This is an optimization exercise on Yosys and OpenROAD, whose aim is small area and a short achievable clock period, not a production implementation. No functional check of the RTL was part of any run shown here.

==> flow/design.v (outline; a module is shown in full before it is edited, if it fits) <==
// module work_zyq: 75 lines
// module zq_rca: 15 lines
// module zq_cneg: 14 lines
// module zq_bcd29: 28 lines
// module zq_v4: 166 lines
// module zq_mul15: 691 lines
// module zq_div15: 498 lines
module work_zyq(CLK,rst,keystat,dataout);
  // ...
==> flow/run.sh <==
#!/bin/bash
# synth_recipe.tcl (not shown) runs the flow's synth.tcl, then flattens the netlist and writes it again
# the make line also repeats each setting of config.mk as NAME=value (left out here)
make -C /OpenROAD-flow-scripts/flow DESIGN_CONFIG=/design/flow/config.mk WORK_HOME=/design/flow/orfs CLKGATE_MAP_FILE= SYNTH_SCRIPT=/design/flow/synth_recipe.tcl finish
==> flow/config.mk <==
export PLATFORM = sky130hd
export DESIGN_NAME = work_zyq
export DESIGN_NICKNAME = work_zyq
export VERILOG_FILES = /design/flow/design.v
export SDC_FILE = /design/flow/constraint.sdc
export NUM_CORES = 8
export LEC_CHECK = 0
export CAP_MARGIN = 20
export CORE_MARGIN = 2
export CORE_UTILIZATION = 40
export SLEW_MARGIN = 20
==> flow/constraint.sdc <==
create_clock -name core_clock -period 220.0 [get_ports {CLK}]
set_input_delay 44.0000 -clock core_clock [delete_from_list [all_inputs] [get_ports {CLK}]]
set_output_delay 44.0000 -clock core_clock [all_outputs]
set_load 0.01 [all_outputs]
==> impl_metrics.py, run 1 <==
metrics = {
    "cells_and_area": {
        "buffers": 78,
        "largest_cell_class": "multi-input combinational cells",
        "nFlopsAndLatches": 55,
        "fin_nets": 3657,
        "final-nonclk-buf-share": 0.02497,
        "largest_register_ffs": 32,
    },
    "synth": {
        "synth_xor_area_frac": 0.05126,
        "yosys_warnings": 2,
        "syn_inst": 3105,
        "synth_edf_count": 0,
        "yosys.area_share.simple": 0.1587,
        "synth_compound_area_frac": 0.2164,
        "synth_ff_type": "dfxtp_1",
        "synth_top_family_by_area": "adder cells",
        "synthAdderAreaFrac": 0.3697,
        "synth_area_um2": 25700,
    },
    "clock_network": {
        "cts_resized": 0,
        "clk_pin_slew_worst_paths_ns": 0.09,
        "cts_tree": "done",
        "cts_buffers": 5,
    },
    "timing": {
        "max_freq_mhz": 18.96,
        "timing.slew.headroom": 0.2475,
        "rsz0062_at_grt": "no",
        "whs_ns": 0.4916,
        "slew_viol_final": 0,
    },
    "global_route": {
        "met3_usage": 0.02413,
        "met1_usage": 0.3141,
    },
    "detailed_routing": {
        "drc": 0,
        "detail_route.wl_per_cell_um": 18.25,
        "met3_length_um": 4343,
        "vias_per_cell": 5.669,
    },
    "critical_path": {
        "cp_slowest_cell": "fa_1",
        "cp_top_family": "adder cells",
        "cpMostUsedCell": "fa_1",
    },
    "status": {
        "status": "complete, no violations",
    },
    "place": {
        "dpl.hpwl_um": 57450,
    },
}
==> run 2, diff against run 1 <==
==> flow/flow/run.sh (new file) <==
#!/bin/bash
# Own layout flow: the standard synthesis and layout, except that Yosys maps the
# logic with the area-oriented ABC script in flow/abc.script (no gate upsizing), then
# the standard layout (standard.sh) from floorplan to finish.
# Each tool's full output goes to a log file in the work folder.
set -euo pipefail
WORK=$(pwd)
FL=$WORK/flow

# synthesis script: synth_recipe.tcl with ORFS's synth.tcl swapped for a copy whose
# ABC call uses flow/abc.script
sed "s#^source \$::env(SCRIPTS_DIR)/synth_preamble.tcl#source \$::env(SCRIPTS_DIR)/synth_preamble.tcl\nset abc_args [lreplace \$abc_args 1 1 $FL/abc.script]#" \
  "$FLOW_HOME/scripts/synth.tcl" > "$WORK/own_synth.tcl"
grep -q "lreplace \$abc_args 1 1" "$WORK/own_synth.tcl"
sed "s#\$::env(SCRIPTS_DIR)/synth.tcl#$WORK/own_synth.tcl#" "$WORK/synth_recipe.tcl" > "$WORK/own_synth_recipe.tcl"
grep -q "own_synth.tcl" "$WORK/own_synth_recipe.tcl"
sed "s#SYNTH_SCRIPT=[^ ]*#SYNTH_SCRIPT=$WORK/own_synth_recipe.tcl#" "$WORK/standard.sh" > "$WORK/own_synth.sh"
grep -q "own_synth_recipe.tcl" "$WORK/own_synth.sh"

bash "$WORK/own_synth.sh" synth > "$WORK/synth.log" 2>&1
bash "$WORK/standard.sh" > "$WORK/layout.log" 2>&1
test -f "$WORK/out/final.def"
==> flow/flow/abc.script (new file) <==
strash
dch
amap
topo
==> flow/standard.sh (new file) <==
#!/bin/bash
# synth_recipe.tcl (not shown) runs the flow's synth.tcl, then flattens the netlist and writes it again
# the make line also repeats each setting of config.mk as NAME=value (left out here)
make -C /OpenROAD-flow-scripts/flow DESIGN_CONFIG=/design/flow/config.mk WORK_HOME=/design/flow/orfs CLKGATE_MAP_FILE= SYNTH_SCRIPT=/design/flow/synth_recipe.tcl "${@:-finish}"
removed: flow/run.sh
==> run 2 against run 1 <==
Area after synthesis fell by 23%. Cell area fell by 21%. First-iteration DRC count fell by 28%. Wire length fell by 17%.
==> impl_metrics.py, run 2 <==
metrics = {
    "status": {
        "status": "complete, no violations",
    },
    "detailed_routing": {
        "ant_nets": 0,
        "drc": 0,
        "vias": 18060,
        "drt_iter0_markers": 1177,
        "routed_wl_um": 59700,
        "first_pass_iters": 5,
        "detail_route.wl_per_cell_um": 18.92,
        "vias_per_cell": 5.721,
    },
    "global_route": {
        "grt_use_total": 0.2402,
        "grt_antenna_before_repair": 0,
        "met2_usage": 0.3847,
        "busiest_layer": "met2",
        "grt_pass1_wl_um": 96970,
        "met3_usage": 0.02993,
        "grt_overflow": 0,
        "grt_max_degree": 56,
        "met1_usage": 0.3357,
        "grt_pass1_vias": 17990,
    },
    "place": {
        "dpl.hpwl_um": 46620,
        "gp_congestion": 0.9493,
        "io_buffers": 38,
    },
    "cells_and_area": {
        "final_common_cell": "clkinv_1",
        "fin_nets": 3053,
        "mostFrequentLayoutCells": "491 x clkinv_1, 338 x nor2_1, 329 x fa_1",
        "fillerInstances": 4888,
        "largestRegisters": "dataout (32), first (15), prestat (5)",
        "layout-drive-gt1-share": 0.02327,
        "antenna_cells": 0,
        "largest_register": "dataout",
        "syn2layout_area_growth_pct": 8.634,
        "largest_register_ffs": 32,
    },
    "clock_network": {
        "clock-sinks": 55,
        "clk_pin_slew_worst_paths_ns": 0.08,
        "cts_root_buffer": "clkbuf_16",
        "cts_buffers": 5,
        "cts_resized": 0,
        "cts_buffer_depth": 2,
        "postCtsSetupBuffers": 0,
        "clock_latency_ns": 0.31,
        "cts_tree": "done",
        "cts_hold_buf": 0,
        "htreeDepth": 2,
    },
    "timing": {
        "skew_ns": 0.008063,
        "fin_crit_ns": 55.00,
        "whs_ns": 0.5016,
        "rsz0062_at_grt": "no",
        "slew_viol_final": 0,
        "setup_viol": 0,
        "finalSetupTns_ns": 0,
        "hold_violations": 0,
        "worstMarginPinSlew_ns": 1.165,
        "max_freq_mhz": 18.18,
        "timing.slew.headroom": 0.2233,
        "fin_crit_sh": 0.2500,
    },
    "critical_path": {
        "worstPathMaxFanout": 22,
        "startpoint_type": "flip-flop",
        "arrival_ns": 55.24,
        "cp_num_buf_inv": 16,
        "cp.required_ns": 220.25,
        "path_class": "reg2reg",
        "critical_path.endpoint_type": "flip-flop",
        "cp_slowest_cell": "fa_1",
        "cp_top_family": "adder cells",
        "rrSetupSlack_ns": 165.00,
        "cpPeakStageDelay_ns": 0.55,
        "cpMostUsedCell": "fa_1",
    },
    "synth": {
        "syn_area_per_cell_um2": 8.267,
        "ys_top_cells_by_area": "fa_1 33%, ha_1 14%, o22a_1 10%",
        "synthArstFlopShare": 0,
        "yosysMostFrequentCell": "clkinv_1",
        "synth_fp_nets": 2965,
        "yosysTopAreaCell": "fa_1",
        "synth_top_area_frac": 0.3325,
        "ys_ff_latch": 55,
        "ys_top_cells_by_count": "491 x clkinv_1, 338 x nor2_1, 330 x fa_1",
        "synth_cell_types": 39,
        "syn_inst": 2403,
        "synth_area_um2": 19870,
        "synth-seq-area-share": 0.05542,
        "synth_ff_type": "dfxtp_1",
        "synth_edf_count": 0,
        "yosys_warnings": 2,
    },
    "floorplanning": {
        "std_cell_rows": 81,
        "dieHeight_um": 226.9,
        "die_w_um": 226.9,
        "die_area_um2": 51470,
        "start_util": 0.4058,
        "num_io_pins": 39,
        "core-area_um2": 48950,
    },
    "worst_hold_path": {
        "hp-class": "reg2reg",
    },
    "flow_run": {
        "drv_cap": 0,
    },
}
run 2: final timing paths:
path | from | endpoint | cells after the start
hold reg to reg | dataout[28] | dataout[28] | 2
setup / recovery | dataout[12] | dataout[0] | 196
setup reg to reg | dataout[12] | dataout[0] | 196
hold / removal | dataout[28] | dataout[28] | 2
run 2: per-layer routing:
metal / share of wire / vias to the layer above / wire length (µm)
met5: 0 / - / 0
met3: 0.068 / 137 / 4089
met1: 0.45 / 8781 / 26720
li1: - / 8564 / -
met2: 0.44 / 574 / 26490
met4: 0.040 / 0 / 2390
run 2: area by class of cell:
cell class	count	area, µm²	share of cell area
repair buffers	81	700.7	0.03247
well taps	664	830.8	0.03850
flip-flops and latches	55	1101	0.05102
inverters	491	1843	0.08540
clock buffers	5	125.1	0.005797
multi-input cells	1857	16960	0.7858
clock inverters	3	22.52	0.001044
run 2: logic make-up after synthesis:
kind of cell               after synthesis  synth area share
AOI/OAI and AO/OA                      771            0.2708
adders and majority gates              555            0.4742
and+or+nand+nor                        530            0.1063
buffers and inverters                  491           0.09277
DFF                                     55           0.05542
xor gates and xnor gates                 1         0.0004409
run 2: per-stage QoR:
step           instances  cell area [µm²]  utilization  worst slack, ns
2_1_floorplan       2403            19870            -           169.49
5_1_grt             3156            21580       0.4409           161.73
4_1_cts             3156            21580       0.4408           165.49
6_report            3156            21580       0.4409           165.00
3_5_place_dp        3148            21430       0.4378           165.62
3_3_place_gp        3148            21430       0.4378           166.77
run 2: worst min-delay path: stages, from the launching register on:
cell and delay (ns):
dfxtp_1 0.34, a21oi_1 0.06, nor2_1 0.07
==> module work_zyq, before the edit <==
module work_zyq(CLK,rst,keystat,dataout);
	input CLK;
	input rst;
	input [4:0]keystat;
	output [31:0]dataout;
	reg [31:0]dataout;
	reg [14:0]first;       
	reg [2:0]preop;        
	reg [4:0]prestat;      
	wire [14:0] second;
	zq_v4 uv(.d(dataout[15:0]), .v(second));
	wire [14:0] t;
	wire tco;              
	zq_rca #(15) usub(.a(first), .b(~second), .ci(1'b1), .s(t), .co(tco));
	wire gt = tco & |t;
	wire [14:0] mag;       
	zq_cneg #(15) uneg(.x(t), .n(~tco), .y(mag));
	wire [15:0] sum;
	zq_rca #(15) uadd(.a(first), .b(second), .ci(1'b0), .s(sum[14:0]), .co(sum[15]));
	wire [28:0] prod;
	zq_mul15 umul(.a(first), .b(second), .p(prod));
	wire [14:0] quo;
	zq_div15 udiv(.n(first), .d(second), .q(quo));
	wire is_add = preop == 3'b110;
	wire is_sub = preop == 3'b111;
	wire is_mul = preop == 3'b100;
	wire is_div = preop == 3'b101;
	wire is_none = ~preop[2];
	wire [28:0] ans = ({29{is_add}} & {13'd0, sum}) |
	                  ({29{is_sub}} & {14'd0, mag}) |
	                  ({29{is_mul}} & prod) |
	                  ({29{is_div}} & {14'd0, quo}) |
	                  ({29{is_none}} & {14'd0, first});
	wire [31:0] bcd;
	zq_bcd29 ubcd(.b(ans), .d(bcd));
	wire neg = is_sub & ~gt;
	wire ge10    = mag >= 15'd10;
	wire ge100   = mag >= 15'd100;
	wire ge1000  = mag >= 15'd1000;
	wire ge10000 = mag >= 15'd10000;
	wire [5:1] sgn;
	assign sgn[1] = neg & ~ge10;
	assign sgn[2] = neg & ge10 & ~ge100;
	assign sgn[3] = neg & ge100 & ~ge1000;
	assign sgn[4] = neg & ge1000 & ~ge10000;
	assign sgn[5] = neg & ge10000;
	wire dz = is_div & ~|second;
	wire [31:0] res = dz ? 32'h00000EDD :
		bcd | {8'd0, {4{sgn[5]}}, {4{sgn[4]}}, {4{sgn[3]}}, {4{sgn[2]}}, {4{sgn[1]}}, 4'd0};
	wire kedge = keystat != prestat;
	wire k_dig = keystat <= 5'd9;
	wire k_op  = keystat[4:1] == 4'b0101 || keystat[4:1] == 4'b0110;
	wire k_clr = keystat == 5'h0E;
	wire k_eq  = keystat == 5'h0F;
	always @(posedge CLK) begin
		if (rst) begin
			dataout <= 32'd0;
			preop <= 3'd0;
			prestat <= 5'h10;
			first <= 15'd0;
		end else if (kedge) begin
			prestat <= keystat;
			if (k_clr)
				dataout <= 32'd0;
			else if (k_dig)
				dataout <= {dataout[27:0], keystat[3:0]};
			else if (k_op) begin
				first <= second;
				dataout <= 32'd0;
				preop <= {1'b1, keystat[1:0]};
			end else if (k_eq)
				dataout <= res;
		end
	end
endmodule
==> module zq_div15, before the edit <==
module zq_div15(n, d, q);
	input [14:0] n, d;
	output [14:0] q;
	wire q_1, q_2, q_3, q_4, q_5, q_6, q_7, q_8, q_9, q_10, q_11, q_12, q_13, q_14, q_15, q_16;
	wire q_17, q_18, q_19, q_20, q_21, q_22, q_23, q_24, q_25, q_26, q_27, q_28, q_29, q_30, q_31, q_32;
	wire q_33, q_34, q_35, q_36, q_37, q_38, q_39, q_40, q_41, q_42, q_43, q_44, q_45, q_46, q_47, q_48;
	wire q_49, q_50, q_51, q_52, q_53, q_54, q_55, q_56, q_57, q_58, q_59, q_60, q_61, q_62, q_63, q_64;
	wire q_65, q_66, q_67, q_68, q_69, q_70, q_71, q_72, q_73, q_74, q_75, q_76, q_77, q_78, q_79, q_80;
	wire q_81, q_82, q_83, q_84, q_85, q_86, q_87, q_88, q_89, q_90, q_91, q_92, q_93, q_94, q_95, q_96;
	wire q_97, q_98, q_99, q_100, q_101, q_102, q_103, q_104, q_105, q_106, q_107, q_108, q_109, q_110, q_111, q_112;
	wire q_113, q_114, q_115, q_116, q_117, q_118, q_119, q_120, q_121, q_122, q_123, q_124, q_125, q_126, q_127, q_128;
	wire q_129, q_130, q_131, q_132, q_133, q_134, q_135, q_136, q_137, q_138, q_139, q_140, q_141, q_142, q_143, q_144;
	wire q_145, q_146, q_147, q_148, q_149, q_150, q_151, q_152, q_153, q_154, q_155, q_156, q_157, q_158, q_159, q_160;
	wire q_161, q_162, q_163, q_164, q_165, q_166, q_167, q_168, q_169, q_170, q_171, q_172, q_173, q_174, q_175, q_176;
	wire q_177, q_178, q_179, q_180, q_181, q_182, q_183, q_184, q_185, q_186, q_187, q_188, q_189, q_190, q_191, q_192;
	wire q_193, q_194, q_195, q_196, q_197, q_198, q_199, q_200, q_201, q_202, q_203, q_204, q_205, q_206, q_207, q_208;
	wire q_209, q_210, q_211, q_212, q_213, q_214, q_215, q_216, q_217, q_218, q_219, q_220, q_221, q_222, q_223, q_224;
	wire q_225, q_226, q_227, q_228, q_229, q_230, q_231, q_232, q_233, q_234, q_235, q_236, q_237, q_238, q_239, q_240;
	wire q_241, q_242, q_243, q_244, q_245, q_246, q_247, q_248, q_249, q_250, q_251, q_252, q_253, q_254, q_255, q_256;
	wire q_257, q_258, q_259, q_260, q_261, q_262, q_263, q_264, q_265, q_266, q_267, q_268, q_269, q_270, q_271, q_272;
	wire q_273, q_274, q_275, q_276, q_277, q_278, q_279, q_280, q_281, q_282, q_283, q_284, q_285, q_286, q_287, q_288;
	wire q_289, q_290, q_291, q_292, q_293, q_294, q_295, q_296, q_297, q_298, q_299, q_300, q_301, q_302, q_303, q_304;
	wire q_305, q_306, q_307, q_308, q_309, q_310, q_311, q_312, q_313, q_314, q_315, q_316, q_317, q_318, q_319, q_320;
	wire q_321, q_322, q_323, q_324, q_325, q_326, q_327, q_328, q_329, q_330, q_331, q_332, q_333, q_334, q_335, q_336;
	wire q_337, q_338, q_339, q_340, q_341, q_342, q_343, q_344, q_345, q_346, q_347, q_348, q_349, q_350, q_351, q_352;
	wire q_353, q_354, q_355, q_356, q_357, q_358, q_359, q_360, q_361, q_362, q_363, q_364, q_365, q_366, q_367, q_368;
	wire q_369, q_370, q_371, q_372, q_373, q_374, q_375, q_376, q_377, q_378, q_379, q_380, q_381, q_382, q_383, q_384;
	wire q_385, q_386, q_387, q_388, q_389, q_390, q_391, q_392, q_393, q_394, q_395, q_396, q_397, q_398, q_399, q_400;
	wire q_401, q_402, q_403, q_404, q_405, q_406, q_407, q_408, q_409, q_410, q_411, q_412, q_413, q_414, q_415, q_416;
	wire q_417, q_418, q_419, q_420, q_421, q_422, q_423, q_424, q_425, q_426, q_427, q_428, q_429, q_430, q_431, q_432;
	wire q_433, q_434, q_435, q_436, q_437, q_438, q_439, q_440, q_441, q_442, q_443, q_444, q_445, q_446, q_447, q_448;
	wire q_449, q_450, q_451, q_452, q_453, q_454, q_455, q_456, q_457, q_458, q_459, q_460, q_461, q_462, q_463, q_464;
	assign q_1 = ~d[0];
	assign q_2 = n[14] ^ q_1 ^ 1'b1;
	assign q_3 = (n[14] & q_1) | (n[14] & 1'b1) | (q_1 & 1'b1);
	assign q_4 = q_3 & ~|d[14:1];
	assign q_5 = q_4 ? q_2 : n[14];
	assign q_6 = ~d[0];
	assign q_7 = ~d[1];
	assign q_8 = n[13] ^ q_6 ^ 1'b1;
	assign q_9 = (n[13] & q_6) | (n[13] & 1'b1) | (q_6 & 1'b1);
	assign q_10 = q_5 ^ q_7 ^ q_9;
	assign q_11 = (q_5 & q_7) | (q_5 & q_9) | (q_7 & q_9);
	assign q_12 = q_11 & ~|d[14:2];
	assign q_13 = q_12 ? q_8 : n[13];
	assign q_14 = q_12 ? q_10 : q_5;
	assign q_15 = ~d[0];
	assign q_16 = ~d[1];
	assign q_17 = ~d[2];
	assign q_18 = n[12] ^ q_15 ^ 1'b1;
	assign q_19 = (n[12] & q_15) | (n[12] & 1'b1) | (q_15 & 1'b1);
	assign q_20 = q_13 ^ q_16 ^ q_19;
	assign q_21 = (q_13 & q_16) | (q_13 & q_19) | (q_16 & q_19);
	assign q_22 = q_14 ^ q_17 ^ q_21;
	assign q_23 = (q_14 & q_17) | (q_14 & q_21) | (q_17 & q_21);
	assign q_24 = q_23 & ~|d[14:3];
	assign q_25 = q_24 ? q_18 : n[12];
	assign q_26 = q_24 ? q_20 : q_13;
	assign q_27 = q_24 ? q_22 : q_14;
	assign q_28 = ~d[0];
	assign q_29 = ~d[1];
	assign q_30 = ~d[2];
	assign q_31 = ~d[3];
	assign q_32 = n[11] ^ q_28 ^ 1'b1;
	assign q_33 = (n[11] & q_28) | (n[11] & 1'b1) | (q_28 & 1'b1);
	assign q_34 = q_25 ^ q_29 ^ q_33;
	assign q_35 = (q_25 & q_29) | (q_25 & q_33) | (q_29 & q_33);
	assign q_36 = q_26 ^ q_30 ^ q_35;
	assign q_37 = (q_26 & q_30) | (q_26 & q_35) | (q_30 & q_35);
	assign q_38 = q_27 ^ q_31 ^ q_37;
	assign q_39 = (q_27 & q_31) | (q_27 & q_37) | (q_31 & q_37);
	assign q_40 = q_39 & ~|d[14:4];
	assign q_41 = q_40 ? q_32 : n[11];
	assign q_42 = q_40 ? q_34 : q_25;
	assign q_43 = q_40 ? q_36 : q_26;
	assign q_44 = q_40 ? q_38 : q_27;
	assign q_45 = ~d[0];
	assign q_46 = ~d[1];
	assign q_47 = ~d[2];
	assign q_48 = ~d[3];
	assign q_49 = ~d[4];
	assign q_50 = n[10] ^ q_45 ^ 1'b1;
	assign q_51 = (n[10] & q_45) | (n[10] & 1'b1) | (q_45 & 1'b1);
	assign q_52 = q_41 ^ q_46 ^ q_51;
	assign q_53 = (q_41 & q_46) | (q_41 & q_51) | (q_46 & q_51);
	assign q_54 = q_42 ^ q_47 ^ q_53;
	assign q_55 = (q_42 & q_47) | (q_42 & q_53) | (q_47 & q_53);
	assign q_56 = q_43 ^ q_48 ^ q_55;
	assign q_57 = (q_43 & q_48) | (q_43 & q_55) | (q_48 & q_55);
	assign q_58 = q_44 ^ q_49 ^ q_57;
	assign q_59 = (q_44 & q_49) | (q_44 & q_57) | (q_49 & q_57);
	assign q_60 = q_59 & ~|d[14:5];
	assign q_61 = q_60 ? q_50 : n[10];
	assign q_62 = q_60 ? q_52 : q_41;
	assign q_63 = q_60 ? q_54 : q_42;
	assign q_64 = q_60 ? q_56 : q_43;
	assign q_65 = q_60 ? q_58 : q_44;
	assign q_66 = ~d[0];
	assign q_67 = ~d[1];
	assign q_68 = ~d[2];
	assign q_69 = ~d[3];
	assign q_70 = ~d[4];
	assign q_71 = ~d[5];
	assign q_72 = n[9] ^ q_66 ^ 1'b1;
	assign q_73 = (n[9] & q_66) | (n[9] & 1'b1) | (q_66 & 1'b1);
	assign q_74 = q_61 ^ q_67 ^ q_73;
	assign q_75 = (q_61 & q_67) | (q_61 & q_73) | (q_67 & q_73);
	assign q_76 = q_62 ^ q_68 ^ q_75;
	assign q_77 = (q_62 & q_68) | (q_62 & q_75) | (q_68 & q_75);
	assign q_78 = q_63 ^ q_69 ^ q_77;
	assign q_79 = (q_63 & q_69) | (q_63 & q_77) | (q_69 & q_77);
	assign q_80 = q_64 ^ q_70 ^ q_79;
	assign q_81 = (q_64 & q_70) | (q_64 & q_79) | (q_70 & q_79);
	assign q_82 = q_65 ^ q_71 ^ q_81;
	assign q_83 = (q_65 & q_71) | (q_65 & q_81) | (q_71 & q_81);
	assign q_84 = q_83 & ~|d[14:6];
	assign q_85 = q_84 ? q_72 : n[9];
	assign q_86 = q_84 ? q_74 : q_61;
	assign q_87 = q_84 ? q_76 : q_62;
	assign q_88 = q_84 ? q_78 : q_63;
	assign q_89 = q_84 ? q_80 : q_64;
	assign q_90 = q_84 ? q_82 : q_65;
	assign q_91 = ~d[0];
	assign q_92 = ~d[1];
	assign q_93 = ~d[2];
	assign q_94 = ~d[3];
	assign q_95 = ~d[4];
	assign q_96 = ~d[5];
	assign q_97 = ~d[6];
	assign q_98 = n[8] ^ q_91 ^ 1'b1;
	assign q_99 = (n[8] & q_91) | (n[8] & 1'b1) | (q_91 & 1'b1);
	assign q_100 = q_85 ^ q_92 ^ q_99;
	assign q_101 = (q_85 & q_92) | (q_85 & q_99) | (q_92 & q_99);
	assign q_102 = q_86 ^ q_93 ^ q_101;
	assign q_103 = (q_86 & q_93) | (q_86 & q_101) | (q_93 & q_101);
	assign q_104 = q_87 ^ q_94 ^ q_103;
	assign q_105 = (q_87 & q_94) | (q_87 & q_103) | (q_94 & q_103);
	assign q_106 = q_88 ^ q_95 ^ q_105;
	assign q_107 = (q_88 & q_95) | (q_88 & q_105) | (q_95 & q_105);
	assign q_108 = q_89 ^ q_96 ^ q_107;
	assign q_109 = (q_89 & q_96) | (q_89 & q_107) | (q_96 & q_107);
	assign q_110 = q_90 ^ q_97 ^ q_109;
	assign q_111 = (q_90 & q_97) | (q_90 & q_109) | (q_97 & q_109);
	assign q_112 = q_111 & ~|d[14:7];
	assign q_113 = q_112 ? q_98 : n[8];
	assign q_114 = q_112 ? q_100 : q_85;
	assign q_115 = q_112 ? q_102 : q_86;
	assign q_116 = q_112 ? q_104 : q_87;
	assign q_117 = q_112 ? q_106 : q_88;
	assign q_118 = q_112 ? q_108 : q_89;
	assign q_119 = q_112 ? q_110 : q_90;
	assign q_120 = ~d[0];
	assign q_121 = ~d[1];
	assign q_122 = ~d[2];
	assign q_123 = ~d[3];
	assign q_124 = ~d[4];
	assign q_125 = ~d[5];
	assign q_126 = ~d[6];
	assign q_127 = ~d[7];
	assign q_128 = n[7] ^ q_120 ^ 1'b1;
	assign q_129 = (n[7] & q_120) | (n[7] & 1'b1) | (q_120 & 1'b1);
	assign q_130 = q_113 ^ q_121 ^ q_129;
	assign q_131 = (q_113 & q_121) | (q_113 & q_129) | (q_121 & q_129);
	assign q_132 = q_114 ^ q_122 ^ q_131;
	assign q_133 = (q_114 & q_122) | (q_114 & q_131) | (q_122 & q_131);
	assign q_134 = q_115 ^ q_123 ^ q_133;
	assign q_135 = (q_115 & q_123) | (q_115 & q_133) | (q_123 & q_133);
	assign q_136 = q_116 ^ q_124 ^ q_135;
	assign q_137 = (q_116 & q_124) | (q_116 & q_135) | (q_124 & q_135);
	assign q_138 = q_117 ^ q_125 ^ q_137;
	assign q_139 = (q_117 & q_125) | (q_117 & q_137) | (q_125 & q_137);
	assign q_140 = q_118 ^ q_126 ^ q_139;
	assign q_141 = (q_118 & q_126) | (q_118 & q_139) | (q_126 & q_139);
	assign q_142 = q_119 ^ q_127 ^ q_141;
	assign q_143 = (q_119 & q_127) | (q_119 & q_141) | (q_127 & q_141);
	assign q_144 = q_143 & ~|d[14:8];
	assign q_145 = q_144 ? q_128 : n[7];
	assign q_146 = q_144 ? q_130 : q_113;
	assign q_147 = q_144 ? q_132 : q_114;
	assign q_148 = q_144 ? q_134 : q_115;
	assign q_149 = q_144 ? q_136 : q_116;
	assign q_150 = q_144 ? q_138 : q_117;
	assign q_151 = q_144 ? q_140 : q_118;
	assign q_152 = q_144 ? q_142 : q_119;
	assign q_153 = ~d[0];
	assign q_154 = ~d[1];
	assign q_155 = ~d[2];
	assign q_156 = ~d[3];
	assign q_157 = ~d[4];
	assign q_158 = ~d[5];
	assign q_159 = ~d[6];
	assign q_160 = ~d[7];
	assign q_161 = ~d[8];
	assign q_162 = n[6] ^ q_153 ^ 1'b1;
	assign q_163 = (n[6] & q_153) | (n[6] & 1'b1) | (q_153 & 1'b1);
	assign q_164 = q_145 ^ q_154 ^ q_163;
	assign q_165 = (q_145 & q_154) | (q_145 & q_163) | (q_154 & q_163);
	assign q_166 = q_146 ^ q_155 ^ q_165;
	assign q_167 = (q_146 & q_155) | (q_146 & q_165) | (q_155 & q_165);
	assign q_168 = q_147 ^ q_156 ^ q_167;
	assign q_169 = (q_147 & q_156) | (q_147 & q_167) | (q_156 & q_167);
	assign q_170 = q_148 ^ q_157 ^ q_169;
	assign q_171 = (q_148 & q_157) | (q_148 & q_169) | (q_157 & q_169);
	assign q_172 = q_149 ^ q_158 ^ q_171;
	assign q_173 = (q_149 & q_158) | (q_149 & q_171) | (q_158 & q_171);
	assign q_174 = q_150 ^ q_159 ^ q_173;
	assign q_175 = (q_150 & q_159) | (q_150 & q_173) | (q_159 & q_173);
	assign q_176 = q_151 ^ q_160 ^ q_175;
	assign q_177 = (q_151 & q_160) | (q_151 & q_175) | (q_160 & q_175);
	assign q_178 = q_152 ^ q_161 ^ q_177;
	assign q_179 = (q_152 & q_161) | (q_152 & q_177) | (q_161 & q_177);
	assign q_180 = q_179 & ~|d[14:9];
	assign q_181 = q_180 ? q_162 : n[6];
	assign q_182 = q_180 ? q_164 : q_145;
	assign q_183 = q_180 ? q_166 : q_146;
	assign q_184 = q_180 ? q_168 : q_147;
	assign q_185 = q_180 ? q_170 : q_148;
	assign q_186 = q_180 ? q_172 : q_149;
	assign q_187 = q_180 ? q_174 : q_150;
	assign q_188 = q_180 ? q_176 : q_151;
	assign q_189 = q_180 ? q_178 : q_152;
	assign q_190 = ~d[0];
	assign q_191 = ~d[1];
	assign q_192 = ~d[2];
	assign q_193 = ~d[3];
	assign q_194 = ~d[4];
	assign q_195 = ~d[5];
	assign q_196 = ~d[6];
	assign q_197 = ~d[7];
	assign q_198 = ~d[8];
	assign q_199 = ~d[9];
	assign q_200 = n[5] ^ q_190 ^ 1'b1;
	assign q_201 = (n[5] & q_190) | (n[5] & 1'b1) | (q_190 & 1'b1);
	assign q_202 = q_181 ^ q_191 ^ q_201;
	assign q_203 = (q_181 & q_191) | (q_181 & q_201) | (q_191 & q_201);
	assign q_204 = q_182 ^ q_192 ^ q_203;
	assign q_205 = (q_182 & q_192) | (q_182 & q_203) | (q_192 & q_203);
	assign q_206 = q_183 ^ q_193 ^ q_205;
	assign q_207 = (q_183 & q_193) | (q_183 & q_205) | (q_193 & q_205);
	assign q_208 = q_184 ^ q_194 ^ q_207;
	assign q_209 = (q_184 & q_194) | (q_184 & q_207) | (q_194 & q_207);
	assign q_210 = q_185 ^ q_195 ^ q_209;
	assign q_211 = (q_185 & q_195) | (q_185 & q_209) | (q_195 & q_209);
	assign q_212 = q_186 ^ q_196 ^ q_211;
	assign q_213 = (q_186 & q_196) | (q_186 & q_211) | (q_196 & q_211);
	assign q_214 = q_187 ^ q_197 ^ q_213;
	assign q_215 = (q_187 & q_197) | (q_187 & q_213) | (q_197 & q_213);
	assign q_216 = q_188 ^ q_198 ^ q_215;
	assign q_217 = (q_188 & q_198) | (q_188 & q_215) | (q_198 & q_215);
	assign q_218 = q_189 ^ q_199 ^ q_217;
	assign q_219 = (q_189 & q_199) | (q_189 & q_217) | (q_199 & q_217);
	assign q_220 = q_219 & ~|d[14:10];
	assign q_221 = q_220 ? q_200 : n[5];
	assign q_222 = q_220 ? q_202 : q_181;
	assign q_223 = q_220 ? q_204 : q_182;
	assign q_224 = q_220 ? q_206 : q_183;
	assign q_225 = q_220 ? q_208 : q_184;
	assign q_226 = q_220 ? q_210 : q_185;
	assign q_227 = q_220 ? q_212 : q_186;
	assign q_228 = q_220 ? q_214 : q_187;
	assign q_229 = q_220 ? q_216 : q_188;
	assign q_230 = q_220 ? q_218 : q_189;
	assign q_231 = ~d[0];
	assign q_232 = ~d[1];
	assign q_233 = ~d[2];
	assign q_234 = ~d[3];
	assign q_235 = ~d[4];
	assign q_236 = ~d[5];
	assign q_237 = ~d[6];
	assign q_238 = ~d[7];
	assign q_239 = ~d[8];
	assign q_240 = ~d[9];
	assign q_241 = ~d[10];
	assign q_242 = n[4] ^ q_231 ^ 1'b1;
	assign q_243 = (n[4] & q_231) | (n[4] & 1'b1) | (q_231 & 1'b1);
	assign q_244 = q_221 ^ q_232 ^ q_243;
	assign q_245 = (q_221 & q_232) | (q_221 & q_243) | (q_232 & q_243);
	assign q_246 = q_222 ^ q_233 ^ q_245;
	assign q_247 = (q_222 & q_233) | (q_222 & q_245) | (q_233 & q_245);
	assign q_248 = q_223 ^ q_234 ^ q_247;
	assign q_249 = (q_223 & q_234) | (q_223 & q_247) | (q_234 & q_247);
	assign q_250 = q_224 ^ q_235 ^ q_249;
	assign q_251 = (q_224 & q_235) | (q_224 & q_249) | (q_235 & q_249);
	assign q_252 = q_225 ^ q_236 ^ q_251;
	assign q_253 = (q_225 & q_236) | (q_225 & q_251) | (q_236 & q_251);
	assign q_254 = q_226 ^ q_237 ^ q_253;
	assign q_255 = (q_226 & q_237) | (q_226 & q_253) | (q_237 & q_253);
	assign q_256 = q_227 ^ q_238 ^ q_255;
	assign q_257 = (q_227 & q_238) | (q_227 & q_255) | (q_238 & q_255);
	assign q_258 = q_228 ^ q_239 ^ q_257;
	assign q_259 = (q_228 & q_239) | (q_228 & q_257) | (q_239 & q_257);
	assign q_260 = q_229 ^ q_240 ^ q_259;
	assign q_261 = (q_229 & q_240) | (q_229 & q_259) | (q_240 & q_259);
	assign q_262 = q_230 ^ q_241 ^ q_261;
	assign q_263 = (q_230 & q_241) | (q_230 & q_261) | (q_241 & q_261);
	assign q_264 = q_263 & ~|d[14:11];
	assign q_265 = q_264 ? q_242 : n[4];
	assign q_266 = q_264 ? q_244 : q_221;
	assign q_267 = q_264 ? q_246 : q_222;
	assign q_268 = q_264 ? q_248 : q_223;
	assign q_269 = q_264 ? q_250 : q_224;
	assign q_270 = q_264 ? q_252 : q_225;
	assign q_271 = q_264 ? q_254 : q_226;
	assign q_272 = q_264 ? q_256 : q_227;
	assign q_273 = q_264 ? q_258 : q_228;
	assign q_274 = q_264 ? q_260 : q_229;
	assign q_275 = q_264 ? q_262 : q_230;
	assign q_276 = ~d[0];
	assign q_277 = ~d[1];
	assign q_278 = ~d[2];
	assign q_279 = ~d[3];
	assign q_280 = ~d[4];
	assign q_281 = ~d[5];
	assign q_282 = ~d[6];
	assign q_283 = ~d[7];
	assign q_284 = ~d[8];
	assign q_285 = ~d[9];
	assign q_286 = ~d[10];
	assign q_287 = ~d[11];
	assign q_288 = n[3] ^ q_276 ^ 1'b1;
	assign q_289 = (n[3] & q_276) | (n[3] & 1'b1) | (q_276 & 1'b1);
	assign q_290 = q_265 ^ q_277 ^ q_289;
	assign q_291 = (q_265 & q_277) | (q_265 & q_289) | (q_277 & q_289);
	assign q_292 = q_266 ^ q_278 ^ q_291;
	assign q_293 = (q_266 & q_278) | (q_266 & q_291) | (q_278 & q_291);
	assign q_294 = q_267 ^ q_279 ^ q_293;
	assign q_295 = (q_267 & q_279) | (q_267 & q_293) | (q_279 & q_293);
	assign q_296 = q_268 ^ q_280 ^ q_295;
	assign q_297 = (q_268 & q_280) | (q_268 & q_295) | (q_280 & q_295);
	assign q_298 = q_269 ^ q_281 ^ q_297;
	assign q_299 = (q_269 & q_281) | (q_269 & q_297) | (q_281 & q_297);
	assign q_300 = q_270 ^ q_282 ^ q_299;
	assign q_301 = (q_270 & q_282) | (q_270 & q_299) | (q_282 & q_299);
	assign q_302 = q_271 ^ q_283 ^ q_301;
	assign q_303 = (q_271 & q_283) | (q_271 & q_301) | (q_283 & q_301);
	assign q_304 = q_272 ^ q_284 ^ q_303;
	assign q_305 = (q_272 & q_284) | (q_272 & q_303) | (q_284 & q_303);
	assign q_306 = q_273 ^ q_285 ^ q_305;
	assign q_307 = (q_273 & q_285) | (q_273 & q_305) | (q_285 & q_305);
	assign q_308 = q_274 ^ q_286 ^ q_307;
	assign q_309 = (q_274 & q_286) | (q_274 & q_307) | (q_286 & q_307);
	assign q_310 = q_275 ^ q_287 ^ q_309;
	assign q_311 = (q_275 & q_287) | (q_275 & q_309) | (q_287 & q_309);
	assign q_312 = q_311 & ~|d[14:12];
	assign q_313 = q_312 ? q_288 : n[3];
	assign q_314 = q_312 ? q_290 : q_265;
	assign q_315 = q_312 ? q_292 : q_266;
	assign q_316 = q_312 ? q_294 : q_267;
	assign q_317 = q_312 ? q_296 : q_268;
	assign q_318 = q_312 ? q_298 : q_269;
	assign q_319 = q_312 ? q_300 : q_270;
	assign q_320 = q_312 ? q_302 : q_271;
	assign q_321 = q_312 ? q_304 : q_272;
	assign q_322 = q_312 ? q_306 : q_273;
	assign q_323 = q_312 ? q_308 : q_274;
	assign q_324 = q_312 ? q_310 : q_275;
	assign q_325 = ~d[0];
	assign q_326 = ~d[1];
	assign q_327 = ~d[2];
	assign q_328 = ~d[3];
	assign q_329 = ~d[4];
	assign q_330 = ~d[5];
	assign q_331 = ~d[6];
	assign q_332 = ~d[7];
	assign q_333 = ~d[8];
	assign q_334 = ~d[9];
	assign q_335 = ~d[10];
	assign q_336 = ~d[11];
	assign q_337 = ~d[12];
	assign q_338 = n[2] ^ q_325 ^ 1'b1;
	assign q_339 = (n[2] & q_325) | (n[2] & 1'b1) | (q_325 & 1'b1);
	assign q_340 = q_313 ^ q_326 ^ q_339;
	assign q_341 = (q_313 & q_326) | (q_313 & q_339) | (q_326 & q_339);
	assign q_342 = q_314 ^ q_327 ^ q_341;
	assign q_343 = (q_314 & q_327) | (q_314 & q_341) | (q_327 & q_341);
	assign q_344 = q_315 ^ q_328 ^ q_343;
	assign q_345 = (q_315 & q_328) | (q_315 & q_343) | (q_328 & q_343);
	assign q_346 = q_316 ^ q_329 ^ q_345;
	assign q_347 = (q_316 & q_329) | (q_316 & q_345) | (q_329 & q_345);
	assign q_348 = q_317 ^ q_330 ^ q_347;
	assign q_349 = (q_317 & q_330) | (q_317 & q_347) | (q_330 & q_347);
	assign q_350 = q_318 ^ q_331 ^ q_349;
	assign q_351 = (q_318 & q_331) | (q_318 & q_349) | (q_331 & q_349);
	assign q_352 = q_319 ^ q_332 ^ q_351;
	assign q_353 = (q_319 & q_332) | (q_319 & q_351) | (q_332 & q_351);
	assign q_354 = q_320 ^ q_333 ^ q_353;
	assign q_355 = (q_320 & q_333) | (q_320 & q_353) | (q_333 & q_353);
	assign q_356 = q_321 ^ q_334 ^ q_355;
	assign q_357 = (q_321 & q_334) | (q_321 & q_355) | (q_334 & q_355);
	assign q_358 = q_322 ^ q_335 ^ q_357;
	assign q_359 = (q_322 & q_335) | (q_322 & q_357) | (q_335 & q_357);
	assign q_360 = q_323 ^ q_336 ^ q_359;
	assign q_361 = (q_323 & q_336) | (q_323 & q_359) | (q_336 & q_359);
	assign q_362 = q_324 ^ q_337 ^ q_361;
	assign q_363 = (q_324 & q_337) | (q_324 & q_361) | (q_337 & q_361);
	assign q_364 = q_363 & ~|d[14:13];
	assign q_365 = q_364 ? q_338 : n[2];
	assign q_366 = q_364 ? q_340 : q_313;
	assign q_367 = q_364 ? q_342 : q_314;
	assign q_368 = q_364 ? q_344 : q_315;
	assign q_369 = q_364 ? q_346 : q_316;
	assign q_370 = q_364 ? q_348 : q_317;
	assign q_371 = q_364 ? q_350 : q_318;
	assign q_372 = q_364 ? q_352 : q_319;
	assign q_373 = q_364 ? q_354 : q_320;
	assign q_374 = q_364 ? q_356 : q_321;
	assign q_375 = q_364 ? q_358 : q_322;
	assign q_376 = q_364 ? q_360 : q_323;
	assign q_377 = q_364 ? q_362 : q_324;
	assign q_378 = ~d[0];
	assign q_379 = ~d[1];
	assign q_380 = ~d[2];
	assign q_381 = ~d[3];
	assign q_382 = ~d[4];
	assign q_383 = ~d[5];
	assign q_384 = ~d[6];
	assign q_385 = ~d[7];
	assign q_386 = ~d[8];
	assign q_387 = ~d[9];
	assign q_388 = ~d[10];
	assign q_389 = ~d[11];
	assign q_390 = ~d[12];
	assign q_391 = ~d[13];
	assign q_392 = n[1] ^ q_378 ^ 1'b1;
	assign q_393 = (n[1] & q_378) | (n[1] & 1'b1) | (q_378 & 1'b1);
	assign q_394 = q_365 ^ q_379 ^ q_393;
	assign q_395 = (q_365 & q_379) | (q_365 & q_393) | (q_379 & q_393);
	assign q_396 = q_366 ^ q_380 ^ q_395;
	assign q_397 = (q_366 & q_380) | (q_366 & q_395) | (q_380 & q_395);
	assign q_398 = q_367 ^ q_381 ^ q_397;
	assign q_399 = (q_367 & q_381) | (q_367 & q_397) | (q_381 & q_397);
	assign q_400 = q_368 ^ q_382 ^ q_399;
	assign q_401 = (q_368 & q_382) | (q_368 & q_399) | (q_382 & q_399);
	assign q_402 = q_369 ^ q_383 ^ q_401;
	assign q_403 = (q_369 & q_383) | (q_369 & q_401) | (q_383 & q_401);
	assign q_404 = q_370 ^ q_384 ^ q_403;
	assign q_405 = (q_370 & q_384) | (q_370 & q_403) | (q_384 & q_403);
	assign q_406 = q_371 ^ q_385 ^ q_405;
	assign q_407 = (q_371 & q_385) | (q_371 & q_405) | (q_385 & q_405);
	assign q_408 = q_372 ^ q_386 ^ q_407;
	assign q_409 = (q_372 & q_386) | (q_372 & q_407) | (q_386 & q_407);
	assign q_410 = q_373 ^ q_387 ^ q_409;
	assign q_411 = (q_373 & q_387) | (q_373 & q_409) | (q_387 & q_409);
	assign q_412 = q_374 ^ q_388 ^ q_411;
	assign q_413 = (q_374 & q_388) | (q_374 & q_411) | (q_388 & q_411);
	assign q_414 = q_375 ^ q_389 ^ q_413;
	assign q_415 = (q_375 & q_389) | (q_375 & q_413) | (q_389 & q_413);
	assign q_416 = q_376 ^ q_390 ^ q_415;
	assign q_417 = (q_376 & q_390) | (q_376 & q_415) | (q_390 & q_415);
	assign q_418 = q_377 ^ q_391 ^ q_417;
	assign q_419 = (q_377 & q_391) | (q_377 & q_417) | (q_391 & q_417);
	assign q_420 = q_419 & ~|d[14:14];
	assign q_421 = q_420 ? q_392 : n[1];
	assign q_422 = q_420 ? q_394 : q_365;
	assign q_423 = q_420 ? q_396 : q_366;
	assign q_424 = q_420 ? q_398 : q_367;
	assign q_425 = q_420 ? q_400 : q_368;
	assign q_426 = q_420 ? q_402 : q_369;
	assign q_427 = q_420 ? q_404 : q_370;
	assign q_428 = q_420 ? q_406 : q_371;
	assign q_429 = q_420 ? q_408 : q_372;
	assign q_430 = q_420 ? q_410 : q_373;
	assign q_431 = q_420 ? q_412 : q_374;
	assign q_432 = q_420 ? q_414 : q_375;
	assign q_433 = q_420 ? q_416 : q_376;
	assign q_434 = q_420 ? q_418 : q_377;
	assign q_435 = ~d[0];
	assign q_436 = ~d[1];
	assign q_437 = ~d[2];
	assign q_438 = ~d[3];
	assign q_439 = ~d[4];
	assign q_440 = ~d[5];
	assign q_441 = ~d[6];
	assign q_442 = ~d[7];
	assign q_443 = ~d[8];
	assign q_444 = ~d[9];
	assign q_445 = ~d[10];
	assign q_446 = ~d[11];
	assign q_447 = ~d[12];
	assign q_448 = ~d[13];
	assign q_449 = ~d[14];
	assign q_450 = n[0] | q_435;
	assign q_451 = (q_421 & q_436) | (q_421 & q_450) | (q_436 & q_450);
	assign q_452 = (q_422 & q_437) | (q_422 & q_451) | (q_437 & q_451);
	assign q_453 = (q_423 & q_438) | (q_423 & q_452) | (q_438 & q_452);
	assign q_454 = (q_424 & q_439) | (q_424 & q_453) | (q_439 & q_453);
	assign q_455 = (q_425 & q_440) | (q_425 & q_454) | (q_440 & q_454);
	assign q_456 = (q_426 & q_441) | (q_426 & q_455) | (q_441 & q_455);
	assign q_457 = (q_427 & q_442) | (q_427 & q_456) | (q_442 & q_456);
	assign q_458 = (q_428 & q_443) | (q_428 & q_457) | (q_443 & q_457);
	assign q_459 = (q_429 & q_444) | (q_429 & q_458) | (q_444 & q_458);
	assign q_460 = (q_430 & q_445) | (q_430 & q_459) | (q_445 & q_459);
	assign q_461 = (q_431 & q_446) | (q_431 & q_460) | (q_446 & q_460);
	assign q_462 = (q_432 & q_447) | (q_432 & q_461) | (q_447 & q_461);
	assign q_463 = (q_433 & q_448) | (q_433 & q_462) | (q_448 & q_462);
	assign q_464 = (q_434 & q_449) | (q_434 & q_463) | (q_449 & q_463);
	assign q = {q_4, q_12, q_24, q_40, q_60, q_84, q_112, q_144, q_180, q_220, q_264, q_312, q_364, q_420, q_464};
endmodule
==> run 3, diff against run 2 <==
--- a/flow/design.v
+++ b/flow/design.v
@@ -10,12 +10,12 @@
 	wire [14:0] second;
 	zq_v4 uv(.d(dataout[15:0]), .v(second));
-	wire [14:0] t;
-	wire tco;              
-	zq_rca #(15) usub(.a(first), .b(~second), .ci(1'b1), .s(t), .co(tco));
-	wire gt = tco & |t;
+	wire subm = preop[0];
+	wire [14:0] u;
+	wire uco;              
+	zq_rca #(15) uas(.a(first), .b(second ^ {15{subm}}), .ci(subm), .s(u), .co(uco));
+	wire gt = uco & |u;
 	wire [14:0] mag;       
-	zq_cneg #(15) uneg(.x(t), .n(~tco), .y(mag));
-	wire [15:0] sum;
-	zq_rca #(15) uadd(.a(first), .b(second), .ci(1'b0), .s(sum[14:0]), .co(sum[15]));
+	zq_cneg #(15) uneg(.x(u), .n(~uco), .y(mag));
+	wire [15:0] sum = {uco, u};
 	wire [28:0] prod;
 	zq_mul15 umul(.a(first), .b(second), .p(prod));
@@ -48,28 +48,16 @@
 	wire [31:0] res = dz ? 32'h00000EDD :
 		bcd | {8'd0, {4{sgn[5]}}, {4{sgn[4]}}, {4{sgn[3]}}, {4{sgn[2]}}, {4{sgn[1]}}, 4'd0};
-	wire kedge = keystat != prestat;
-	wire k_dig = keystat <= 5'd9;
-	wire k_op  = keystat[4:1] == 4'b0101 || keystat[4:1] == 4'b0110;
-	wire k_clr = keystat == 5'h0E;
-	wire k_eq  = keystat == 5'h0F;
+	wire [31:0] d_nx;
+	wire [14:0] f_nx;
+	wire [2:0] p_nx;
+	wire [4:0] k_nx;
+	zq_ctl uctl(.rst(rst), .keystat(keystat), .prestat(prestat), .dataout(dataout), .res(res),
+		.first(first), .second(second), .preop(preop),
+		.d_nx(d_nx), .f_nx(f_nx), .p_nx(p_nx), .k_nx(k_nx));
 	always @(posedge CLK) begin
-		if (rst) begin
-			dataout <= 32'd0;
-			preop <= 3'd0;
-			prestat <= 5'h10;
-			first <= 15'd0;
-		end else if (kedge) begin
-			prestat <= keystat;
-			if (k_clr)
-				dataout <= 32'd0;
-			else if (k_dig)
-				dataout <= {dataout[27:0], keystat[3:0]};
-			else if (k_op) begin
-				first <= second;
-				dataout <= 32'd0;
-				preop <= {1'b1, keystat[1:0]};
-			end else if (k_eq)
-				dataout <= res;
-		end
+		dataout <= d_nx;
+		first <= f_nx;
+		preop <= p_nx;
+		prestat <= k_nx;
 	end
 endmodule
@@ -131,4 +119,31 @@
 	assign d = conv(b);
 endmodule
+module zq_ctl(rst, keystat, prestat, dataout, res, first, second, preop, d_nx, f_nx, p_nx, k_nx);
+	input rst;
+	input [4:0] keystat, prestat;
+	input [31:0] dataout, res;
+	input [14:0] first, second;
+	input [2:0] preop;
+	output [31:0] d_nx;
+	output [14:0] f_nx;
+	output [2:0] p_nx;
+	output [4:0] k_nx;
+	wire kedge = keystat != prestat;
+	wire k_num = ~keystat[4];                         
+	wire k_dig = k_num & ~(keystat[3] & (keystat[2] | keystat[1]));
+	wire k_op  = k_num & keystat[3] & (keystat[2] ^ keystat[1]);
+	wire k_eq  = keystat == 5'h0F;
+	wire run = ~rst & kedge;
+	wire d_keep  = ~rst & ~(kedge & k_num);
+	wire d_shift = run & k_dig;
+	wire d_res   = run & k_eq;
+	wire f_load  = run & k_op;
+	wire f_keep  = ~rst & ~f_load;
+	assign d_nx = ({32{d_keep}} & dataout) | ({32{d_shift}} & {dataout[27:0], keystat[3:0]}) |
+	              ({32{d_res}} & res);
+	assign f_nx = ({15{f_keep}} & first) | ({15{f_load}} & second);
+	assign p_nx = ({3{f_keep}} & preop) | ({3{f_load}} & {1'b1, keystat[1:0]});
+	assign k_nx = rst ? 5'h10 : keystat;
+endmodule
 module zq_v4(d, v);
 	input [15:0] d;
@@ -1020,4 +1035,10 @@
 	wire q_433, q_434, q_435, q_436, q_437, q_438, q_439, q_440, q_441, q_442, q_443, q_444, q_445, q_446, q_447, q_448;
 	wire q_449, q_450, q_451, q_452, q_453, q_454, q_455, q_456, q_457, q_458, q_459, q_460, q_461, q_462, q_463, q_464;
+	wire q_465, q_466, q_467, q_468, q_469, q_470, q_471, q_472, q_473, q_474, q_475, q_476, q_477, q_478, q_479, q_480;
+	wire q_481, q_482, q_483, q_484, q_485, q_486, q_487, q_488, q_489, q_490, q_491, q_492, q_493, q_494, q_495, q_496;
+	wire q_497, q_498, q_499, q_500, q_501, q_502, q_503, q_504, q_505, q_506, q_507, q_508, q_509, q_510, q_511, q_512;
+	wire q_513, q_514, q_515, q_516, q_517, q_518, q_519, q_520, q_521, q_522, q_523, q_524, q_525, q_526, q_527, q_528;
+	wire q_529, q_530, q_531, q_532, q_533, q_534, q_535, q_536, q_537, q_538, q_539, q_540, q_541, q_542, q_543, q_544;
+	wire q_545, q_546, q_547, q_548, q_549, q_550, q_551;
 	assign q_1 = ~d[0];
 	assign q_2 = n[14] ^ q_1 ^ 1'b1;
@@ -1469,19 +1490,106 @@
 	assign q_448 = ~d[13];
 	assign q_449 = ~d[14];
-	assign q_450 = n[0] | q_435;
-	assign q_451 = (q_421 & q_436) | (q_421 & q_450) | (q_436 & q_450);
-	assign q_452 = (q_422 & q_437) | (q_422 & q_451) | (q_437 & q_451);
-	assign q_453 = (q_423 & q_438) | (q_423 & q_452) | (q_438 & q_452);
-	assign q_454 = (q_424 & q_439) | (q_424 & q_453) | (q_439 & q_453);
-	assign q_455 = (q_425 & q_440) | (q_425 & q_454) | (q_440 & q_454);
-	assign q_456 = (q_426 & q_441) | (q_426 & q_455) | (q_441 & q_455);
-	assign q_457 = (q_427 & q_442) | (q_427 & q_456) | (q_442 & q_456);
-	assign q_458 = (q_428 & q_443) | (q_428 & q_457) | (q_443 & q_457);
-	assign q_459 = (q_429 & q_444) | (q_429 & q_458) | (q_444 & q_458);
-	assign q_460 = (q_430 & q_445) | (q_430 & q_459) | (q_445 & q_459);
-	assign q_461 = (q_431 & q_446) | (q_431 & q_460) | (q_446 & q_460);
-	assign q_462 = (q_432 & q_447) | (q_432 & q_461) | (q_447 & q_461);
-	assign q_463 = (q_433 & q_448) | (q_433 & q_462) | (q_448 & q_462);
-	assign q_464 = (q_434 & q_449) | (q_434 & q_463) | (q_449 & q_463);
-	assign q = {q_4, q_12, q_24, q_40, q_60, q_84, q_112, q_144, q_180, q_220, q_264, q_312, q_364, q_420, q_464};
+	assign q_450 = n[0] & q_435;
+	assign q_451 = n[0] ^ q_435;
+	assign q_452 = q_421 & q_436;
+	assign q_453 = q_421 ^ q_436;
+	assign q_454 = q_422 & q_437;
+	assign q_455 = q_422 ^ q_437;
+	assign q_456 = q_423 & q_438;
+	assign q_457 = q_423 ^ q_438;
+	assign q_458 = q_424 & q_439;
+	assign q_459 = q_424 ^ q_439;
+	assign q_460 = q_425 & q_440;
+	assign q_461 = q_425 ^ q_440;
+	assign q_462 = q_426 & q_441;
+	assign q_463 = q_426 ^ q_441;
+	assign q_464 = q_427 & q_442;
+	assign q_465 = q_427 ^ q_442;
+	assign q_466 = q_428 & q_443;
+	assign q_467 = q_428 ^ q_443;
+	assign q_468 = q_429 & q_444;
+	assign q_469 = q_429 ^ q_444;
+	assign q_470 = q_430 & q_445;
+	assign q_471 = q_430 ^ q_445;
+	assign q_472 = q_431 & q_446;
+	assign q_473 = q_431 ^ q_446;
+	assign q_474 = q_432 & q_447;
+	assign q_475 = q_432 ^ q_447;
+	assign q_476 = q_433 & q_448;
+	assign q_477 = q_433 ^ q_448;
+	assign q_478 = q_434 & q_449;
+	assign q_479 = q_434 ^ q_449;
+	assign q_480 = q_450 | (q_451 & 1'b1);
+	assign q_481 = q_452 | (q_453 & q_480);
+	assign q_482 = q_453 & q_451;
+	assign q_483 = q_456 | (q_457 & q_454);
+	assign q_484 = q_457 & q_455;
+	assign q_485 = q_460 | (q_461 & q_458);
+	assign q_486 = q_461 & q_459;
+	assign q_487 = q_464 | (q_465 & q_462);
+	assign q_488 = q_465 & q_463;
+	assign q_489 = q_468 | (q_469 & q_466);
+	assign q_490 = q_469 & q_467;
+	assign q_491 = q_472 | (q_473 & q_470);
+	assign q_492 = q_473 & q_471;
+	assign q_493 = q_476 | (q_477 & q_474);
+	assign q_494 = q_477 & q_475;
+	assign q_495 = q_454 | (q_455 & q_481);
+	assign q_496 = q_455 & q_482;
+	assign q_497 = q_483 | (q_484 & q_481);
+	assign q_498 = q_484 & q_482;
+	assign q_499 = q_462 | (q_463 & q_485);
+	assign q_500 = q_463 & q_486;
+	assign q_501 = q_487 | (q_488 & q_485);
+	assign q_502 = q_488 & q_486;
+	assign q_503 = q_470 | (q_471 & q_489);
+	assign q_504 = q_471 & q_490;
+	assign q_505 = q_491 | (q_492 & q_489);
+	assign q_506 = q_492 & q_490;
+	assign q_507 = q_478 | (q_479 & q_493);
+	assign q_508 = q_479 & q_494;
+	assign q_509 = q_458 | (q_459 & q_497);
+	assign q_510 = q_459 & q_498;
+	assign q_511 = q_485 | (q_486 & q_497);
+	assign q_512 = q_486 & q_498;
+	assign q_513 = q_499 | (q_500 & q_497);
+	assign q_514 = q_500 & q_498;
+	assign q_515 = q_501 | (q_502 & q_497);
+	assign q_516 = q_502 & q_498;
+	assign q_517 = q_474 | (q_475 & q_505);
+	assign q_518 = q_475 & q_506;
+	assign q_519 = q_493 | (q_494 & q_505);
+	assign q_520 = q_494 & q_506;
+	assign q_521 = q_507 | (q_508 & q_505);
+	assign q_522 = q_508 & q_506;
+	assign q_523 = q_466 | (q_467 & q_515);
+	assign q_524 = q_467 & q_516;
+	assign q_525 = q_489 | (q_490 & q_515);
+	assign q_526 = q_490 & q_516;
+	assign q_527 = q_503 | (q_504 & q_515);
+	assign q_528 = q_504 & q_516;
+	assign q_529 = q_505 | (q_506 & q_515);
+	assign q_530 = q_506 & q_516;
+	assign q_531 = q_517 | (q_518 & q_515);
+	assign q_532 = q_518 & q_516;
+	assign q_533 = q_519 | (q_520 & q_515);
+	assign q_534 = q_520 & q_516;
+	assign q_535 = q_521 | (q_522 & q_515);
+	assign q_536 = q_522 & q_516;
+	assign q_537 = q_451 ^ 1'b1;
+	assign q_538 = q_453 ^ q_480;
+	assign q_539 = q_455 ^ q_481;
+	assign q_540 = q_457 ^ q_495;
+	assign q_541 = q_459 ^ q_497;
+	assign q_542 = q_461 ^ q_509;
+	assign q_543 = q_463 ^ q_511;
+	assign q_544 = q_465 ^ q_513;
+	assign q_545 = q_467 ^ q_515;
+	assign q_546 = q_469 ^ q_523;
+	assign q_547 = q_471 ^ q_525;
+	assign q_548 = q_473 ^ q_527;
+	assign q_549 = q_475 ^ q_529;
+	assign q_550 = q_477 ^ q_531;
+	assign q_551 = q_479 ^ q_533;
+	assign q = {q_4, q_12, q_24, q_40, q_60, q_84, q_112, q_144, q_180, q_220, q_264, q_312, q_364, q_420, q_535};
 endmodule
==> flow/flow/run.sh (replaced) <==
#!/bin/bash
# Own layout flow: the standard synthesis and layout, except that
#  - Yosys skips the quick ABC pass inside synth (-noabc), extracts full/half adder
#    cells only in the modules listed in flow/fa_modules.txt (kept apart until mapping,
#    then flattened like the rest), and maps the logic with the area-oriented ABC script
#    in flow/abc.script (no gate upsizing); the next-state module zq_ctl is mapped with
#    ORFS's speed script;
#  - port buffers are buf_2 cells;
#  - the resizer's repair_timing aims at the slack in flow/margin.txt (the SDC's clock is
#    unchanged).
# Each tool's full output goes to a log file in the work folder.
set -euo pipefail
WORK=$(pwd)
FL=$WORK/flow
MARGIN=$(cat "$FL/margin.txt")
FAMODS=$(cat "$FL/fa_modules.txt")

sed -e "s#^source \$::env(SCRIPTS_DIR)/synth_preamble.tcl#source \$::env(SCRIPTS_DIR)/synth_preamble.tcl\nset abc_fast \$abc_args\nset abc_args [lreplace \$abc_args 1 1 $FL/abc.script]#" \
    -e "s#^  extract_fa {\*}\[dont_use_extract_fa_args\]\$#  extract_fa {*}[dont_use_extract_fa_args] $FAMODS#" \
    -e "s#^  log_cmd abc {\*}\$abc_args\$#  log_cmd abc {*}\$abc_fast zq_ctl\n  log_cmd abc {*}\$abc_args \$::env(DESIGN_NAME) $FAMODS#" \
  "$FLOW_HOME/scripts/synth.tcl" > "$WORK/own_synth.tcl"
grep -q "lreplace \$abc_args 1 1" "$WORK/own_synth.tcl"
grep -q "abc_fast zq_ctl" "$WORK/own_synth.tcl"
grep -q "extract_fa {\*}\[dont_use_extract_fa_args\] $FAMODS" "$WORK/own_synth.tcl"
sed "s#\$::env(SCRIPTS_DIR)/synth.tcl#$WORK/own_synth.tcl#" "$WORK/synth_recipe.tcl" > "$WORK/own_synth_recipe.tcl"
grep -q "own_synth.tcl" "$WORK/own_synth_recipe.tcl"
sed "s#SYNTH_SCRIPT=[^ ]*#SYNTH_SCRIPT=$WORK/own_synth_recipe.tcl#" "$WORK/standard.sh" > "$WORK/own_synth.sh"
grep -q "own_synth_recipe.tcl" "$WORK/own_synth.sh"

SYNTH_KEEP_MODULES="zq_ctl $FAMODS" SYNTH_ARGS=-noabc bash "$WORK/own_synth.sh" synth > "$WORK/synth.log" 2>&1
export BUFFER_PORTS_ARGS="-buffer_cell sky130_fd_sc_hd__buf_2"
export SETUP_SLACK_MARGIN=$MARGIN
bash "$WORK/standard.sh" > "$WORK/layout.log" 2>&1
test -f "$WORK/out/final.def"
==> flow/flow/fa_modules.txt (new file) <==
zq_mul15 zq_v4
==> flow/flow/margin.txt (new file) <==
174.0
==> run 3 against run 2 <==
Utilization decreased by 0.14 points. Die area decreased by 10%. Synthesized cell count increased by 11%. Wire length decreased by 8.2%. Non-clock buffer count increased by 12. Clock skew increased by 0.00094 ns. Cell area decreased by 10%. Sequential cell count unchanged.
==> impl_metrics.py, run 3 <==
metrics = {
    "status": {
        "status": "complete, no violations",
    },
    "cells_and_area": {
        "mostFrequentLayoutCells": "674 x nor2_1, 269 x o21ai_0, 255 x clkinv_1",
        "largest_register": "dataout",
        "final_common_cell": "nor2_1",
        "syn2layout_area_growth_pct": 8.742,
        "largestRegisters": "dataout (32), first (15), prestat (5)",
        "fin_nets": 2954,
        "finish.utilization": 0.4395,
        "largest_register_ffs": 32,
        "layout-drive-gt1-share": 0.08578,
        "antenna_cells": 0,
    },
    "floorplanning": {
        "die_w_um": 215.1,
        "start_util": 0.4042,
        "die_area_um2": 46290,
        "std_cell_rows": 77,
        "dieHeight_um": 215.1,
        "num_io_pins": 39,
        "core-area_um2": 44120,
    },
    "synth": {
        "yosys_warnings": 2,
        "syn_inst": 2657,
        "synth_area_um2": 17830,
        "synth-seq-area-share": 0.06174,
        "synth_cell_types": 61,
        "synth_top_area_frac": 0.2447,
        "synth_fp_nets": 2919,
        "ys_top_cells_by_area": "fa_1 24%, nor2_1 14%, o21ai_0 8.3%",
        "yosysTopAreaCell": "fa_1",
        "synthArstFlopShare": 0,
        "synth_ff_type": "dfxtp_1",
        "yosysMostFrequentCell": "nor2_1",
        "ys_ff_latch": 55,
        "ys_top_cells_by_count": "686 x nor2_1, 295 x o21ai_0, 257 x clkinv_1",
        "syn_area_per_cell_um2": 6.712,
        "synth_edf_count": 0,
    },
    "detailed_routing": {
        "detail_route.wl_per_cell_um": 16.68,
        "vias_per_cell": 5.777,
        "drt_iter0_markers": 1192,
        "vias": 18980,
        "drc": 0,
        "ant_nets": 0,
        "first_pass_iters": 5,
        "routed_wl_um": 54800,
    },
    "clock_network": {
        "htreeDepth": 2,
        "cts_buffers": 5,
        "clock-sinks": 55,
        "cts_buffer_depth": 2,
        "cts_tree": "done",
        "clock_latency_ns": 0.30,
        "cts_root_buffer": "clkbuf_16",
        "clk_pin_slew_worst_paths_ns": 0.07,
    },
    "timing": {
        "hold_violations": 0,
        "finalSetupTns_ns": 0,
        "fin_crit_ns": 45.73,
        "setup_slack_ns": 174.27,
        "rsz0062_at_grt": "no",
        "fin_crit_sh": 0.2079,
        "setup_viol": 0,
        "whs_ns": 0.4765,
        "timing.slew.headroom": 0.3155,
        "slew_viol_final": 0,
        "max_freq_mhz": 21.87,
        "worstMarginPinSlew_ns": 1.027,
        "skew_ns": 0.009007,
    },
    "critical_path": {
        "critical_path.endpoint_type": "flip-flop",
        "worstPathMaxFanout": 56,
        "path_class": "in2reg",
        "cp_num_buf_inv": 1,
        "cpPeakStageDelay_ns": 0.75,
        "crit_chain": "buf_2 > and4bb_2 > and3_2 > a22oi_1 > o32ai_1",
        "cp_top_family": "buffers and inverters",
        "startpoint_type": "input pin",
        "arrival_ns": 45.86,
        "cp.required_ns": 220.13,
        "cp_slowest_cell": "buf_2",
    },
    "place": {
        "dpl.hpwl_um": 41220,
        "gp_congestion": 0.8874,
        "io_buffers": 38,
        "pre_cts_ws_ns": 172.53,
    },
    "global_route": {
        "grt_antenna_before_repair": 0,
        "grt_overflow": 0,
        "grt_pass1_vias": 18180,
        "grt_pass1_wl_um": 88490,
        "grt_max_degree": 57,
        "grt_use_total": 0.2300,
    },
    "worst_hold_path": {
        "hp-class": "reg2reg",
    },
    "flow_run": {
        "drv_cap": 0,
    },
}
## run 3: changes by cell type in the layout (fill, tap and decap cells not counted), moves of 96 or more
cell	before	now
nor2_1	338	674
clkinv_1	491	255
ha_1	225	36
o22a_1	232	52
fa_1	329	218
o21ai_0	173	269
## run 3: path summary, 6_finish.rpt
path	to	slack, ns	cells after the start	startpoint
setup reg to reg	dataout[0]	178.18	287	dataout[12]
setup / recovery	dataout[14]	174.27	5	rst
hold reg to reg	dataout[28]	0.48	2	dataout[28]
hold / removal	dataout[28]	0.48	2	dataout[28]
## run 3: cell type report
| cell class | instances | area (µm²) |
|---|---|---|
| Clock inverter | 3 | 27.53 |
| Inverter | 290 | 1102 |
| Tap cell | 592 | 740.7 |
| Timing Repair Buffer | 93 | 603.1 |
| Fill cell | 4596 | 24730 |
| Sequential cell | 55 | 1115 |
| Clock buffer | 5 | 125.1 |
| Multi-Input combinational cell | 2247 | 15680 |
## run 3: logic make-up after synthesis
family / after synthesis / synth area share
mux: 17 / 0.01263
buf+inv: 355 / 0.08581
compound gates: 910 / 0.3129
xor+xnor: 62 / 0.03045
simple gates: 1003 / 0.2258
flops: 55 / 0.06174
fa+ha+maj: 255 / 0.2707
## run 3: metrics by stage
| stage | cells | area, µm² |
|---|---|---|
| global route | 3285 | 19390 |
| global placement | 3252 | 18570 |
| floorplan | 2657 | 17830 |
| finish | 3285 | 19390 |
| detailed placement | 3252 | 18570 |
| CTS | 3261 | 18740 |
## run 3: per-module statistics from Yosys (local to each module, per instance)
module,times used,cells inside
work_zyq,1,1878
zq_ctl,1,175
zq_mul15,1,496
zq_v4,1,108
## run 3: metal layers
layer  share of wire  track usage  routed length (µm)  vias to the layer above
met5               0            0                   0                        -
met1            0.45       0.3038               24610                     9009
met3           0.048      0.02052                2648                      102
met4           0.028      0.07747                1541                        0
met2            0.47       0.3949               26000                      516
li1                -            -                   -                     9352
## run 3: tightest hold or removal path: stages, from the launching register on
cell	delay, ns
dfxtp_1	0.31
inv_1	0.05
o32ai_1	0.07
## run 3: repair_timing
action,CTS,global route
pin swaps,1,36
endpoints found under the hold margin,0,0
endpoints found under the setup margin,5,9
hold buffers,0,0
buffers inserted,1,24
gates resized for setup,9,127

[afterwards: timing with drivers on the ports]
Ports are ideal in the flow. The routed layouts listed here were re-timed in OpenROAD.
Step 1: set_driving_cell puts a clkbuf_16 on CLK and a buf_2 on each other input, an assumption about the parent block.
Step 2 times the ports against the registers' clock, not the clock port: input delays grow and output delays shrink by t, the midpoint of the rising clock arrivals with the driver on.
Three values: no drivers, after step 1, after step 2; two values: the first two.
run | shift t [ns] | slack for setup (ns) | latest minus earliest clock arrival (ns) | worst data-port slew with drivers (ns) | pins driven straight from the clock port
run 1 | 0.358 | 167.266 / 167.266 / 167.266 | 0.022 / 0.022 | 0.04 | 1
run 2 | 0.349 | 165.004 / 165.004 / 165.004 | 0.008 / 0.008 | 0.03 | 1
run 3 | 0.346 | 174.273 / 174.294 / 173.949 | 0.009 / 0.009 | 0.03 | 1
After both steps setup and hold are still met in every run listed. The setup slack of run 3, which loses most, moves by +0.021 ns with the drivers and by -0.324 ns with both steps.
